Context: an optimization exercise on an open-source flow, tuned for small area and a short achievable clock period. The choices shown serve that exercise and are no tape-out recipe.
The RTL was checked by simulation tests, not by an equivalence proof against the original design.
Power is estimated from default activity; no workload was simulated.

==> job 8184: inputs <==
==> flow/design.v <==
module RegisterFile(input wire clk,
                    input wire [7:0] A1,
                    input wire [7:0] A2,
                    input wire [7:0] A3,
                    input wire [7:0] WriteData,  
					input wire regWriteEnable,  
                    output wire [7:0] RD1,	 
                    output wire [7:0] RD2);	 
  reg[255:0] registers;  
  assign RD1 = registers[A1[4:0]*8 +: 8];
  assign RD2 = registers[A2[4:0]*8 +: 8];
  genvar i;
  generate
    for (i = 0; i < 32; i = i + 1) begin : reg_write
      always @(posedge clk) begin
        if(regWriteEnable && A3[4:0] == i) begin
          registers[i*8 +: 8] <= WriteData;
        end
      end
    end
  endgenerate
endmodule
==> flow/run.sh <==
#!/bin/bash
# synth_recipe.tcl (not shown) runs the flow's synth.tcl, then flattens the netlist and writes it again
# the make line also repeats each setting of config.mk as NAME=value (left out here)
make -C /OpenROAD-flow-scripts/flow DESIGN_CONFIG=/design/flow/config.mk WORK_HOME=/design/flow/orfs CLKGATE_MAP_FILE= SYNTH_SCRIPT=/design/flow/synth_recipe.tcl finish
==> flow/config.mk <==
export PLATFORM = sky130hd
export DESIGN_NAME = RegisterFile
export DESIGN_NICKNAME = RegisterFile
export VERILOG_FILES = /design/flow/design.v
export SDC_FILE = /design/flow/constraint.sdc
export NUM_CORES = 4
export LEC_CHECK = 0
export CAP_MARGIN = 20
export CORE_MARGIN = 2
export CORE_UTILIZATION = 40
export SLEW_MARGIN = 20
==> flow/constraint.sdc <==
create_clock -name core_clock -period 3.5 [get_ports {clk}]
set_input_delay 0.7000 -clock core_clock [delete_from_list [all_inputs] [get_ports {clk}]]
set_output_delay 0.7000 -clock core_clock [all_outputs]
set_load 0.01 [all_outputs]
==> job 1339 (differences from job 8184) <==
==> flow/design.v (replaced) <==
module RegisterFile(input wire clk,
                    input wire [7:0] A1,
                    input wire [7:0] A2,
                    input wire [7:0] A3,
                    input wire [7:0] WriteData,
                    input wire regWriteEnable,
                    output wire [7:0] RD1,
                    output wire [7:0] RD2);
  reg  [255:0] registers;  
  wire [255:0] next;
  wire [31:0] wen, nwen, sel1, sel2;
  rf_wdec  u_wdec (.a(A3[4:0]), .we(regWriteEnable), .en(wen), .nen(nwen));
  rf_rdec  u_rdec1(.a(A1[4:0]), .sel(sel1));
  rf_rdec  u_rdec2(.a(A2[4:0]), .sel(sel2));
  genvar i, b;
  generate
    for (i = 0; i < 32; i = i + 1) begin : row
      for (b = 0; b < 8; b = b + 1) begin : bt
        rf_hold u_hold(.q(registers[i*8 + b]), .en(wen[i]), .nen(nwen[i]),
                       .wd(WriteData[b]), .d(next[i*8 + b]));
      end
    end
  endgenerate
  always @(posedge clk)
    registers <= next;
  generate
    for (b = 0; b < 8; b = b + 1) begin : rd
      wire [31:0] col;
      for (i = 0; i < 32; i = i + 1) begin : c
        assign col[i] = registers[i*8 + b];
      end
      rf_rmux u_rmux1(.d(col), .sel(sel1), .y(RD1[b]));
      rf_rmux u_rmux2(.d(col), .sel(sel2), .y(RD2[b]));
    end
  endgenerate
endmodule
module rf_hold(input wire q, input wire en, input wire nen, input wire wd, output wire d);
  assign d = (q & nen) | (wd & en);
endmodule
module rf_wdec(input wire [4:0] a, input wire we, output wire [31:0] en, output wire [31:0] nen);
  wire [4:0] an;
  wire [3:0] pl;   
  wire [7:0] ph;   
  genvar i;
  generate
    for (i = 0; i < 5; i = i + 1) begin : n
      rf_inv u(.a(a[i]), .y(an[i]));
    end
    for (i = 0; i < 4; i = i + 1) begin : l
      rf_nand3 u(.a(we), .b(i[1] ? a[1] : an[1]), .c(i[0] ? a[0] : an[0]), .y(pl[i]));
    end
    for (i = 0; i < 8; i = i + 1) begin : h
      rf_nand3 u(.a(i[2] ? a[4] : an[4]), .b(i[1] ? a[3] : an[3]), .c(i[0] ? a[2] : an[2]), .y(ph[i]));
    end
    for (i = 0; i < 32; i = i + 1) begin : d
      rf_nor2 u(.a(pl[i % 4]), .b(ph[i / 4]), .y(en[i]));
      rf_inv  v(.a(en[i]), .y(nen[i]));
    end
  endgenerate
endmodule
module rf_rdec(input wire [4:0] a, output wire [31:0] sel);
  wire [4:0] an;
  wire [3:0] pl;   
  wire [7:0] ph;   
  genvar i;
  generate
    for (i = 0; i < 5; i = i + 1) begin : n
      rf_inv u(.a(a[i]), .y(an[i]));
    end
    for (i = 0; i < 4; i = i + 1) begin : l
      rf_nand2 u(.a(i[1] ? a[1] : an[1]), .b(i[0] ? a[0] : an[0]), .y(pl[i]));
    end
    for (i = 0; i < 8; i = i + 1) begin : h
      rf_nand3 u(.a(i[2] ? a[4] : an[4]), .b(i[1] ? a[3] : an[3]), .c(i[0] ? a[2] : an[2]), .y(ph[i]));
    end
    for (i = 0; i < 32; i = i + 1) begin : d
      rf_nor2 u(.a(pl[i % 4]), .b(ph[i / 4]), .y(sel[i]));
    end
  endgenerate
endmodule
module rf_inv(input wire a, output wire y);
  assign y = ~a;
endmodule
module rf_nand2(input wire a, input wire b, output wire y);
  assign y = ~(a & b);
endmodule
module rf_nor2(input wire a, input wire b, output wire y);
  assign y = ~(a | b);
endmodule
module rf_grp8(input wire [7:0] d, input wire [7:0] sel, output wire y);
  wire [3:0] p;   
  genvar k;
  generate
    for (k = 0; k < 4; k = k + 1) begin : g
      assign p[k] = ~((d[2*k] & sel[2*k]) | (d[2*k+1] & sel[2*k+1]));
    end
  endgenerate
  assign y = ~(&p);
endmodule
module rf_rmux(input wire [31:0] d, input wire [31:0] sel, output wire y);
  wire [3:0] q;   
  wire [1:0] r;   
  genvar k;
  generate
    for (k = 0; k < 4; k = k + 1) begin : h
      rf_grp8 u(.d(d[8*k +: 8]), .sel(sel[8*k +: 8]), .y(q[k]));
    end
    for (k = 0; k < 2; k = k + 1) begin : m
      rf_nor2 u(.a(q[2*k]), .b(q[2*k+1]), .y(r[k]));
    end
  endgenerate
  rf_nand2 u_o(.a(r[0]), .b(r[1]), .y(y));
endmodule
module rf_nand3(input wire a, input wire b, input wire c, output wire y);
  assign y = ~(a & b & c);
endmodule
==> flow/flow/run.sh (new file) <==
#!/bin/bash
# Standard layout, with plain buffers (not delay cells) on the ports and a clock tree of
# small buffers without dummy loads.
set -euo pipefail
export BUFFER_PORTS_ARGS="-buffer_cell sky130_fd_sc_hd__buf_2"
export CTS_ARGS="-sink_clustering_enable -repair_clock_nets -dont_use_dummy_load -buf_list {sky130_fd_sc_hd__clkbuf_4 sky130_fd_sc_hd__clkbuf_8}"
bash standard.sh > flow_standard.log 2>&1
==> flow/standard.sh (new file) <==
#!/bin/bash
# synth_recipe.tcl (not shown) runs the flow's synth.tcl, then flattens the netlist and writes it again
# the make line also repeats each setting of config.mk as NAME=value (left out here)
make -C /OpenROAD-flow-scripts/flow DESIGN_CONFIG=/design/flow/config.mk WORK_HOME=/design/flow/orfs CLKGATE_MAP_FILE= SYNTH_SCRIPT=/design/flow/synth_recipe.tcl "${@:-finish}"
--- a/flow/config.mk
+++ b/flow/config.mk
@@ -7,5 +7,8 @@
 export LEC_CHECK = 0
 export CAP_MARGIN = 20
 export CORE_MARGIN = 2
-export CORE_UTILIZATION = 40
+export CORE_UTILIZATION = 55
+export GPL_TIMING_DRIVEN = 0
+export SETUP_SLACK_MARGIN = 0.8
 export SLEW_MARGIN = 20
+export SYNTH_HIERARCHICAL = 1
removed: flow/run.sh
==> job 8677 (differences from job 8184) <==
==> flow/design.v (replaced) <==
module RegisterFile(input wire clk,
                    input wire [7:0] A1,
                    input wire [7:0] A2,
                    input wire [7:0] A3,
                    input wire [7:0] WriteData,
                    input wire regWriteEnable,
                    output wire [7:0] RD1,
                    output wire [7:0] RD2);
  reg  [255:0] registers;  
  wire [255:0] next;
  wire [31:0] wen, nwen, sel1, sel2;
  rf_wdec  u_wdec (.a(A3[4:0]), .we(regWriteEnable), .en(wen), .nen(nwen));
  rf_rdec  u_rdec1(.a(A1[4:0]), .sel(sel1));
  rf_rdec  u_rdec2(.a(A2[4:0]), .sel(sel2));
  genvar i, b;
  generate
    for (i = 0; i < 32; i = i + 1) begin : row
      for (b = 0; b < 8; b = b + 1) begin : bt
        rf_hold u_hold(.q(registers[i*8 + b]), .en(wen[i]), .nen(nwen[i]),
                       .wd(WriteData[b]), .d(next[i*8 + b]));
      end
    end
  endgenerate
  always @(posedge clk)
    registers <= next;
  generate
    for (b = 0; b < 8; b = b + 1) begin : rd
      wire [31:0] col;
      for (i = 0; i < 32; i = i + 1) begin : c
        assign col[i] = registers[i*8 + b];
      end
      rf_rmux u_rmux1(.d(col), .sel(sel1), .y(RD1[b]));
      rf_rmux u_rmux2(.d(col), .sel(sel2), .y(RD2[b]));
    end
  endgenerate
endmodule
module rf_hold(input wire q, input wire en, input wire nen, input wire wd, output wire d);
  assign d = (q & nen) | (wd & en);
endmodule
module rf_wdec(input wire [4:0] a, input wire we, output wire [31:0] en, output wire [31:0] nen);
  wire [4:0] an;
  wire [3:0] pl;   
  wire [7:0] ph;   
  genvar i;
  generate
    for (i = 0; i < 5; i = i + 1) begin : n
      rf_inv u(.a(a[i]), .y(an[i]));
    end
    for (i = 0; i < 4; i = i + 1) begin : l
      rf_nand3 u(.a(we), .b(i[1] ? a[1] : an[1]), .c(i[0] ? a[0] : an[0]), .y(pl[i]));
    end
    for (i = 0; i < 8; i = i + 1) begin : h
      rf_nand3 u(.a(i[2] ? a[4] : an[4]), .b(i[1] ? a[3] : an[3]), .c(i[0] ? a[2] : an[2]), .y(ph[i]));
    end
    for (i = 0; i < 32; i = i + 1) begin : d
      rf_nor2 u(.a(pl[i % 4]), .b(ph[i / 4]), .y(en[i]));
      rf_inv  v(.a(en[i]), .y(nen[i]));
    end
  endgenerate
endmodule
module rf_rdec(input wire [4:0] a, output wire [31:0] sel);
  wire [4:0] an;
  wire [3:0] pl;   
  wire [7:0] ph;   
  genvar i;
  generate
    for (i = 0; i < 5; i = i + 1) begin : n
      rf_inv u(.a(a[i]), .y(an[i]));
    end
    for (i = 0; i < 4; i = i + 1) begin : l
      rf_nand2 u(.a(i[1] ? a[1] : an[1]), .b(i[0] ? a[0] : an[0]), .y(pl[i]));
    end
    for (i = 0; i < 8; i = i + 1) begin : h
      rf_nand3 u(.a(i[2] ? a[4] : an[4]), .b(i[1] ? a[3] : an[3]), .c(i[0] ? a[2] : an[2]), .y(ph[i]));
    end
    for (i = 0; i < 32; i = i + 1) begin : d
      rf_nor2 u(.a(pl[i % 4]), .b(ph[i / 4]), .y(sel[i]));
    end
  endgenerate
endmodule
module rf_inv(input wire a, output wire y);
  assign y = ~a;
endmodule
module rf_nand2(input wire a, input wire b, output wire y);
  assign y = ~(a & b);
endmodule
module rf_nor2(input wire a, input wire b, output wire y);
  assign y = ~(a | b);
endmodule
module rf_grp8(input wire [7:0] d, input wire [7:0] sel, output wire y);
  wire [3:0] p;   
  genvar k;
  generate
    for (k = 0; k < 4; k = k + 1) begin : g
      assign p[k] = ~((d[2*k] & sel[2*k]) | (d[2*k+1] & sel[2*k+1]));
    end
  endgenerate
  assign y = ~(&p);
endmodule
module rf_rmux(input wire [31:0] d, input wire [31:0] sel, output wire y);
  wire [3:0] q;   
  wire [1:0] r;   
  genvar k;
  generate
    for (k = 0; k < 4; k = k + 1) begin : h
      rf_grp8 u(.d(d[8*k +: 8]), .sel(sel[8*k +: 8]), .y(q[k]));
    end
    for (k = 0; k < 2; k = k + 1) begin : m
      rf_nor2 u(.a(q[2*k]), .b(q[2*k+1]), .y(r[k]));
    end
  endgenerate
  rf_nand2 u_o(.a(r[0]), .b(r[1]), .y(y));
endmodule
module rf_nand3(input wire a, input wire b, input wire c, output wire y);
  assign y = ~(a & b & c);
endmodule
==> flow/flow/run.sh (new file) <==
#!/bin/bash
# Standard layout, with plain buffers (not delay cells) on the ports and a clock tree of
# small buffers without dummy loads.
set -euo pipefail
export BUFFER_PORTS_ARGS="-buffer_cell sky130_fd_sc_hd__buf_2"
export CTS_ARGS="-sink_clustering_enable -repair_clock_nets -dont_use_dummy_load -buf_list {sky130_fd_sc_hd__clkbuf_4 sky130_fd_sc_hd__clkbuf_8} -sink_clustering_size 16 -sink_clustering_max_diameter 60"
bash standard.sh > flow_standard.log 2>&1
==> flow/standard.sh (new file) <==
#!/bin/bash
# synth_recipe.tcl (not shown) runs the flow's synth.tcl, then flattens the netlist and writes it again
# the make line also repeats each setting of config.mk as NAME=value (left out here)
make -C /OpenROAD-flow-scripts/flow DESIGN_CONFIG=/design/flow/config.mk WORK_HOME=/design/flow/orfs CLKGATE_MAP_FILE= SYNTH_SCRIPT=/design/flow/synth_recipe.tcl "${@:-finish}"
--- a/flow/config.mk
+++ b/flow/config.mk
@@ -8,4 +8,7 @@
 export CAP_MARGIN = 20
 export CORE_MARGIN = 2
 export CORE_UTILIZATION = 40
+export GPL_TIMING_DRIVEN = 0
+export SETUP_SLACK_MARGIN = 0.6
 export SLEW_MARGIN = 20
+export SYNTH_HIERARCHICAL = 1
removed: flow/run.sh
==> qor summary <==
item	job 8184	job 8677	job 1339
Run status	finished clean	finished clean	finished clean
Fraction of layout cells with a size suffix above 1	47.6%	19.1%	29.1%
Leakage	4.61 nW	4.34 nW	4.55 nW
Share of cell area taken by multi-input logic gates	27.8%	48.6%	49.9%
Switching pwr	1.44 mW	2.06 mW	2.25 mW
Placer Congestion	0.812	0.968	1.02
Instance count of the mapped netlist	521	1059	1059
Compound-cell area share of the yosys netlist	0%	39.4%	39.4%
Worst R2R End	-	registers[250]	registers[144]
Setup bufs post-CTS	8	6	13
Placement-stage cell area	13300 um2	11200 um2	11100 um2
Summed area of non-filler cells in the final layout	14400 um2	12500 um2	13400 um2
Mux cell area share after synthesis	31.8%	0%	0%
Delay of the slowest cell on the worst path	0.55 ns	0.26 ns	0.24 ns
Sequential cell fraction of total power	50.7%	60.5%	55.8%

-- separate check: timing with driven ports --
The flow's constraints put no driver on any port. The routed layouts listed below were extracted and timed again, unchanged, in two steps. Step 1, drivers: a clkbuf_16 drives clk and a buf_2 each remaining input, both assumed. Step 2 moves the port delays by t, midway between the first and last clock arrival at a register: inputs arrive t later, outputs are due t later. That takes back most of the time a late clock gives input paths. a / b / c = ideal / step 1 / step 2; a / b = the first two.
| run | t, ns | setup WS [ns] | slew at the worst register clock pin (ns) | worst data-port slew with drivers (ns) | pins driven straight from the clock port |
|---|---|---|---|---|---|
| job 8184 | 0.573 | 0.039 / -0.025 / -0.025 | 0.06 / 0.06 | 0.07 | 1 |
| job 1339 | 0.585 | 0.495 / 0.428 / 0.428 | 0.06 / 0.06 | 0.06 | 1 |
| job 8677 | 0.590 | 0.443 / 0.418 / 0.418 | 0.10 / 0.10 | 0.06 | 1 |
With both steps, setup timing fails in job 8184, where it was met with ideal ports. The setup slack of job 1339, which loses most, moves by -0.067 ns with the drivers and by -0.067 ns with both steps.
